Background: an optimization exercise with open tools, aiming at small area, a short achievable clock period and few clock cycles per item. Do not read the settings as production practice. At most, simulation tests tie the RTL to the original design; equivalence was not proved. No activity file was given, so power comes from the tool's default toggle rates.

Design cordicTanh, start of the top module:
module cordicTanh(z0, clk, rst, out, flag);
	input wire clk, rst;
	input wire signed [15:0] z0;
	output wire signed [15:0] out;
	output reg flag;
	reg ld;                      
	reg rot;                     
	reg half;                    
	reg [3:0] sh;                
	reg signed [14:0] z;         
	reg signed [14:0] y;
	reg [13:0] x;                
	wire ext = z0[15] ^ z0[14];            
	wire div = ~(ld | rot | flag);
	wire rot_end = rot & half & (sh == 4'd13);
	wire s = rot ? z[14] : ~y[14];
	wire [13:1] d;
	genvar n;
	generate
		for (n = 1; n <= 13; n = n + 1) begin : dec
			assign d[n] = (sh == n);
		end
	endgenerate
	wire [14:0] K;
	assign K[14:12] = 3'b000;
	assign K[11] = d[1];
	assign K[10] = d[2];
	assign K[9]  = d[3];
	assign K[8]  = d[4];
	assign K[7]  = d[5] | (rot & d[1]);
	assign K[6]  = d[6] | (rot & d[1]);
	assign K[5]  = d[7];
	assign K[4]  = d[8] | (rot & d[2]);
	assign K[3]  = d[9] | (rot & d[1]);
	assign K[2]  = d[10] | (rot & d[2]);
	assign K[1]  = d[11] | (rot & (d[1] | d[2] | d[3])) | (~rot & d[12] & (z[14] ^ y[14]));
	assign K[0]  = rot & (d[3] | d[12] | d[13]);
	wire [13:0] xs = x >> sh;
	wire signed [14:0] ys = y >>> sh;
	wire [14:0] zn, yn;
	wire [13:0] xn;
	addsub #(15, 2) uz(z, K, ~s, zn);
	addsub #(15, 2) uy(y, {1'b0, xs}, s, yn);
	addsub #(14, 2) ux(x, ys[13:0], s, xn);
	always @(posedge clk) begin
		if (rst) begin
			ld <= 1'b1;
			rot <= 1'b0;
			flag <= 1'b0;
		end else begin
			ld <= flag;
			rot <= (ld & ~ext) | (rot & ~rot_end);
			flag <= (ld & ext) | (div & (sh == 4'd12));
		end
	end
	always @(posedge clk) begin
		half <= rot & ~half;
		if (ld | rot_end)
			sh <= 4'd1;
		else if (~rot | half)
			sh <= sh + 4'd1;
	end
	always @(posedge clk) begin
		if (ld) begin
			z <= ext ? {z0[15], z0[15], 13'h1000} : z0[14:0];
			x <= 14'h1000;
			y <= 15'h0000;
		end else begin
			z <= rot_end ? 15'h0000 : zn;
			y <= yn;
			if (rot)
				x <= xn;
		end
	end
	assign out = {z[14], z};
endmodule
Settings: LEC_CHECK=0, ABC_AREA=1, CAP_MARGIN=70, CORE_MARGIN=2, CORE_UTILIZATION=45, SLEW_MARGIN=70, TNS_END_PERCENT=5; clock period 10.0 ns.
standard.sh (not shown) runs the stock make flow with config.mk's settings and CLKGATE_MAP_FILE= SYNTH_SCRIPT=/design/flow/synth_recipe.tcl, a recipe that flattens the netlist after the stock synthesis.
==> flow/flow/run.sh <==
#!/bin/bash
# Standard synthesis, then the standard layout steps with repair_timing
# asked for a larger setup margin and plain buffers on the ports (the SDC
# and clock period are unchanged).
set -eo pipefail
bash standard.sh synth > synth.log 2>&1
bash standard.sh SETUP_SLACK_MARGIN=5 "BUFFER_PORTS_ARGS=-buffer_cell sky130_fd_sc_hd__buf_1" finish > layout.log 2>&1
The baseline finished clean.
Rerun with:
--- a/flow/flow/run.sh
+++ b/flow/flow/run.sh
@@ -6,2 +6,2 @@
 bash standard.sh synth > synth.log 2>&1
-bash standard.sh SETUP_SLACK_MARGIN=5 "BUFFER_PORTS_ARGS=-buffer_cell sky130_fd_sc_hd__buf_1" finish > layout.log 2>&1
+bash standard.sh SETUP_SLACK_MARGIN=7 "BUFFER_PORTS_ARGS=-buffer_cell sky130_fd_sc_hd__buf_1" finish > layout.log 2>&1
Routed wire length rises by a few percent. Final area rises by a few percent. Count of clock-buffer cells in the layout does not change. Via count rises by a few percent. Die area is unchanged. Critical path depth falls by 2.
No run of this note included a check of the RTL's function; only the layout flow was run.

cordicTanh, a different RTL version from the one above (not shown whole).
Size: about 750 cells after synthesis, about 52 flip-flops, ~0.0050 sq mm of cells after synthesis.
export LEC_CHECK = 0
export ABC_AREA = 1
export CAP_MARGIN = 70
export CORE_MARGIN = 2
export CORE_UTILIZATION = 55
export GPL_TIMING_DRIVEN = 0
export SLEW_MARGIN = 70
export TNS_END_PERCENT = 5
create_clock -name core_clock -period 10.0 [get_ports {clk}]
==> flow/flow/run.sh <==
#!/bin/bash
# Standard synthesis, then the standard layout steps with repair_timing
# asked for a larger setup margin and plain buffers on the ports (the SDC
# and clock period are unchanged).
set -eo pipefail
bash standard.sh synth > synth.log 2>&1
bash standard.sh SETUP_SLACK_MARGIN=7  "BUFFER_PORTS_ARGS=-buffer_cell sky130_fd_sc_hd__buf_1" finish > layout.log 2>&1
Edit:
--- a/flow/flow/run.sh
+++ b/flow/flow/run.sh
@@ -7 +7 @@
-bash standard.sh SETUP_SLACK_MARGIN=7  "BUFFER_PORTS_ARGS=-buffer_cell sky130_fd_sc_hd__buf_1" finish > layout.log 2>&1
+bash standard.sh SETUP_SLACK_MARGIN=7 "BUFFER_PORTS_ARGS=-buffer_cell sky130_fd_sc_hd__buf_1" finish > layout.log 2>&1
CORE_UTILIZATION = 45   (was 55)
GPL_TIMING_DRIVEN = not set   (was 0)
The new run ran to the end with no violations.
Design area is lower by 6.0%.
Fmax is higher by 0.94%.
Worst setup slack gets better by 0.028 ns.
Wire length is lower by 9.2%.
Clock power barely changes.
Combinational power is lower by about 10%.
Utilization is lower by 16 points.
Total power is lower by 7.7%.
Edit:
--- a/flow/flow/run.sh
+++ b/flow/flow/run.sh
@@ -7 +7 @@
-bash standard.sh SETUP_SLACK_MARGIN=7 "BUFFER_PORTS_ARGS=-buffer_cell sky130_fd_sc_hd__buf_1" finish > layout.log 2>&1
+bash standard.sh SETUP_SLACK_MARGIN=7 SKIP_GATE_CLONING=1 "BUFFER_PORTS_ARGS=-buffer_cell sky130_fd_sc_hd__buf_1" finish > layout.log 2>&1
Result:
- The new run completed with no timing, DRC or antenna violations
- die area does not change
- via count went down slightly
- utilization barely changes
- routed wire length went down slightly
- total power went up slightly
- flip-flop and latch count stays the same
- sequential share of layout area hardly moves
No run of this note included a check of the RTL's function; only the layout flow was run.

Another version of the RTL of cordicTanh (not shown whole).
Size: roughly 750 cells after synthesis, ~52 flip-flops, roughly 0.0050 mm² of cells after synthesis.
## cordicTanh
module cordicTanh(z0, clk, rst, out, flag);
	input wire clk, rst;
	input wire signed [15:0] z0;
	output wire signed [15:0] out;
	output reg flag;
	reg ld;                      
	reg rot;                     
	reg half;                    
	reg [3:0] sh;                
	reg signed [14:0] z;         
	reg signed [14:0] y;
	reg [13:0] x;                
	wire ext = z0[15] ^ z0[14];            
	wire div = ~(ld | rot | flag);
	wire rot_end = rot & half & (sh == 4'd13);
	wire s = rot ? z[14] : ~y[14];
	wire [13:1] d;
	genvar n;
	generate
		for (n = 1; n <= 13; n = n + 1) begin : dec
			assign d[n] = (sh == n);
		end
	endgenerate
	wire [14:0] K;
	assign K[14:12] = 3'b000;
	assign K[11] = d[1];
	assign K[10] = d[2];
	assign K[9]  = d[3];
	assign K[8]  = d[4];
	assign K[7]  = d[5] | (rot & d[1]);
	assign K[6]  = d[6] | (rot & d[1]);
	assign K[5]  = d[7];
	assign K[4]  = d[8] | (rot & d[2]);
	assign K[3]  = d[9] | (rot & d[1]);
	assign K[2]  = d[10] | (rot & d[2]);
	assign K[1]  = d[11] | (rot & (d[1] | d[2] | d[3])) | (~rot & d[12] & (z[14] ^ y[14]));
	assign K[0]  = rot & (d[3] | d[12] | d[13]);
	wire [13:0] xs = x >> sh;
	wire signed [14:0] ys = y >>> sh;
	wire [14:0] zn, yn;
	wire [13:0] xn;
	addsub #(15, 2) uz(z, K, ~s, zn);
	addsub #(15, 2) uy(y, {1'b0, xs}, s, yn);
	addsub #(14, 2) ux(x, ys[13:0] & {14{rot}}, s, xn);    
	always @(posedge clk) begin
		if (rst) begin
			ld <= 1'b1;
			rot <= 1'b0;
			flag <= 1'b0;
		end else begin
			ld <= flag;
			rot <= (ld & ~ext) | (rot & ~rot_end);
			flag <= (ld & ext) | (div & (sh == 4'd12));
		end
	end
	always @(posedge clk) begin
		half <= rot & ~half;
		if (ld | rot_end)
			sh <= 4'd1;
		else if (~rot | half)
  ...
Settings: LEC_CHECK=0, ABC_AREA=1, CAP_MARGIN=70, CORE_MARGIN=2, CORE_UTILIZATION=50, PLACE_DENSITY=0.65, SLEW_MARGIN=70, TNS_END_PERCENT=5; clock period 10.0 ns.
==> flow/flow/run.sh <==
#!/bin/bash
# Standard synthesis, then the standard layout steps with repair_timing
# asked for a larger setup margin and plain buffers on the ports (the SDC
# and clock period are unchanged).
set -eo pipefail
bash standard.sh synth > synth.log 2>&1
bash standard.sh SETUP_SLACK_MARGIN=7.05 "BUFFER_PORTS_ARGS=-buffer_cell sky130_fd_sc_hd__buf_1" finish > layout.log 2>&1
The starting point completed without violations.
Testbench counts at the start, summed over its fixed seeds: cycles 77,132, items 2,048.
Next try:
--- a/flow/flow/run.sh
+++ b/flow/flow/run.sh
@@ -5,3 +5,3 @@
 set -eo pipefail
 bash standard.sh synth > synth.log 2>&1
-bash standard.sh SETUP_SLACK_MARGIN=7.05 "BUFFER_PORTS_ARGS=-buffer_cell sky130_fd_sc_hd__buf_1" finish > layout.log 2>&1
+bash standard.sh SETUP_SLACK_MARGIN=7 "BUFFER_PORTS_ARGS=-buffer_cell sky130_fd_sc_hd__buf_1" finish > layout.log 2>&1
- CORE_UTILIZATION: 50 -> 45
- CTS_BUF_LIST: not set -> sky130_fd_sc_hd__clkbuf_16
- PLACE_DENSITY: 0.65 -> not set
After rerunning:
- register-to-register slack gets worse by 70 ps
- setup slack gets worse by 55 ps
- maximum frequency decreases slightly
- clock power increases by about a fifth
Next try:
- CORE_UTILIZATION: 45 -> 50
- CTS_BUF_LIST: sky130_fd_sc_hd__clkbuf_16 -> not set
- PLACE_DENSITY: not set -> 0.65
- TNS_END_PERCENT: 5 -> 100
Via count goes up by 0.30%.
Worst setup slack is better by 52 ps.
Hold slack improved by 3.5 ps.
Next try:
- CELL_PAD_IN_SITES_DETAIL_PLACEMENT: not set -> 0
- CELL_PAD_IN_SITES_GLOBAL_PLACEMENT: not set -> 0
- CORE_UTILIZATION: 50 -> 45
- PLACE_DENSITY: 0.65 -> not set
- TNS_END_PERCENT: 100 -> 5
Effect:
- synthesized area does not change
- global-route usage decreases by 1.4 points
- routed wire length increases by 3.6%
- core utilization decreases by 5.4 points
Next try:
- CELL_PAD_IN_SITES_DETAIL_PLACEMENT: 0 -> not set
- CELL_PAD_IN_SITES_GLOBAL_PLACEMENT: 0 -> not set
- CORE_UTILIZATION: 45 -> 55
- PLACE_DENSITY: not set -> 0.75
Die area decreases by 18%.
Wire length is lower by about 5%.
Power is higher by about 1.6%.
Cell area is lower by 3.3%.
Flip-flop and latch count does not change.
Worst setup slack gains 18 ps.
Clock skew is lower by 6.9 ps.
Via count came out higher by 1.0%.
Count of clock-buffer cells in the layout goes up by 1.
Synthesized cell count is unchanged.
Next try:
- CORE_UTILIZATION: 55 -> 45
- PLACE_DENSITY: 0.75 -> not set
Effect: Fmax falls by 0.61%. Cell count rises by 5.2%. Non-clock buffer count rises by 14. Clock-buffer cell count falls by 1. Cell area rises by 3.4%. Utilization falls by 10 points. Setup slack got worse by 18 ps. Power falls by 1.6%.

-- port drivers added, routing unchanged --
No port has a modelled driver above. Below, the same layouts with a new extraction and two added sets of constraints. Step 1: set_driving_cell puts a clkbuf_16 on clk and a buf_2 on each other input, an assumption about the parent block. Step 2 moves the port delays by t, midway between the first and last clock arrival at a register: inputs arrive t later, outputs are due t later. That takes back most of the time a late clock gives input paths. a / b / c = ideal ports / drivers / drivers and shift; a / b = the first two.
run	shift t [ns]	setup slack, ns	worst setup path after step 2	cell pins on the clock port's net
the first run of note 1	0.348	6.512 / 6.512 / 6.512	register to register	1
the second run of note 1	0.349	7.066 / 7.036 / 7.045	input to register	1
the first run of note 2	0.363	7.018 / 6.983 / 6.922	input to register	1
the second run of note 2	0.372	7.046 / 7.014 / 7.089	input to register	1
the third run of note 2	0.371	7.054 / 7.021 / 7.102	input to register	1
the first run of note 3	0.351	7.084 / 7.050 / 7.100	input to register	1
the second run of note 3	0.344	7.030 / 6.991 / 7.059	input to register	1
the third run of note 3	0.354	7.082 / 7.045 / 7.104	input to register	1
the fourth run of note 3	0.372	7.047 / 7.013 / 7.062	input to register	1
the fifth run of note 3	0.348	7.065 / 7.035 / 7.098	input to register	1
the sixth run of note 3	0.372	7.047 / 7.013 / 7.062	input to register	1
After both steps every run listed still meets setup and hold. For the first run of note 2, which loses most, drivers alone change the setup slack by -0.035 ns; drivers and shift together by -0.096 ns.
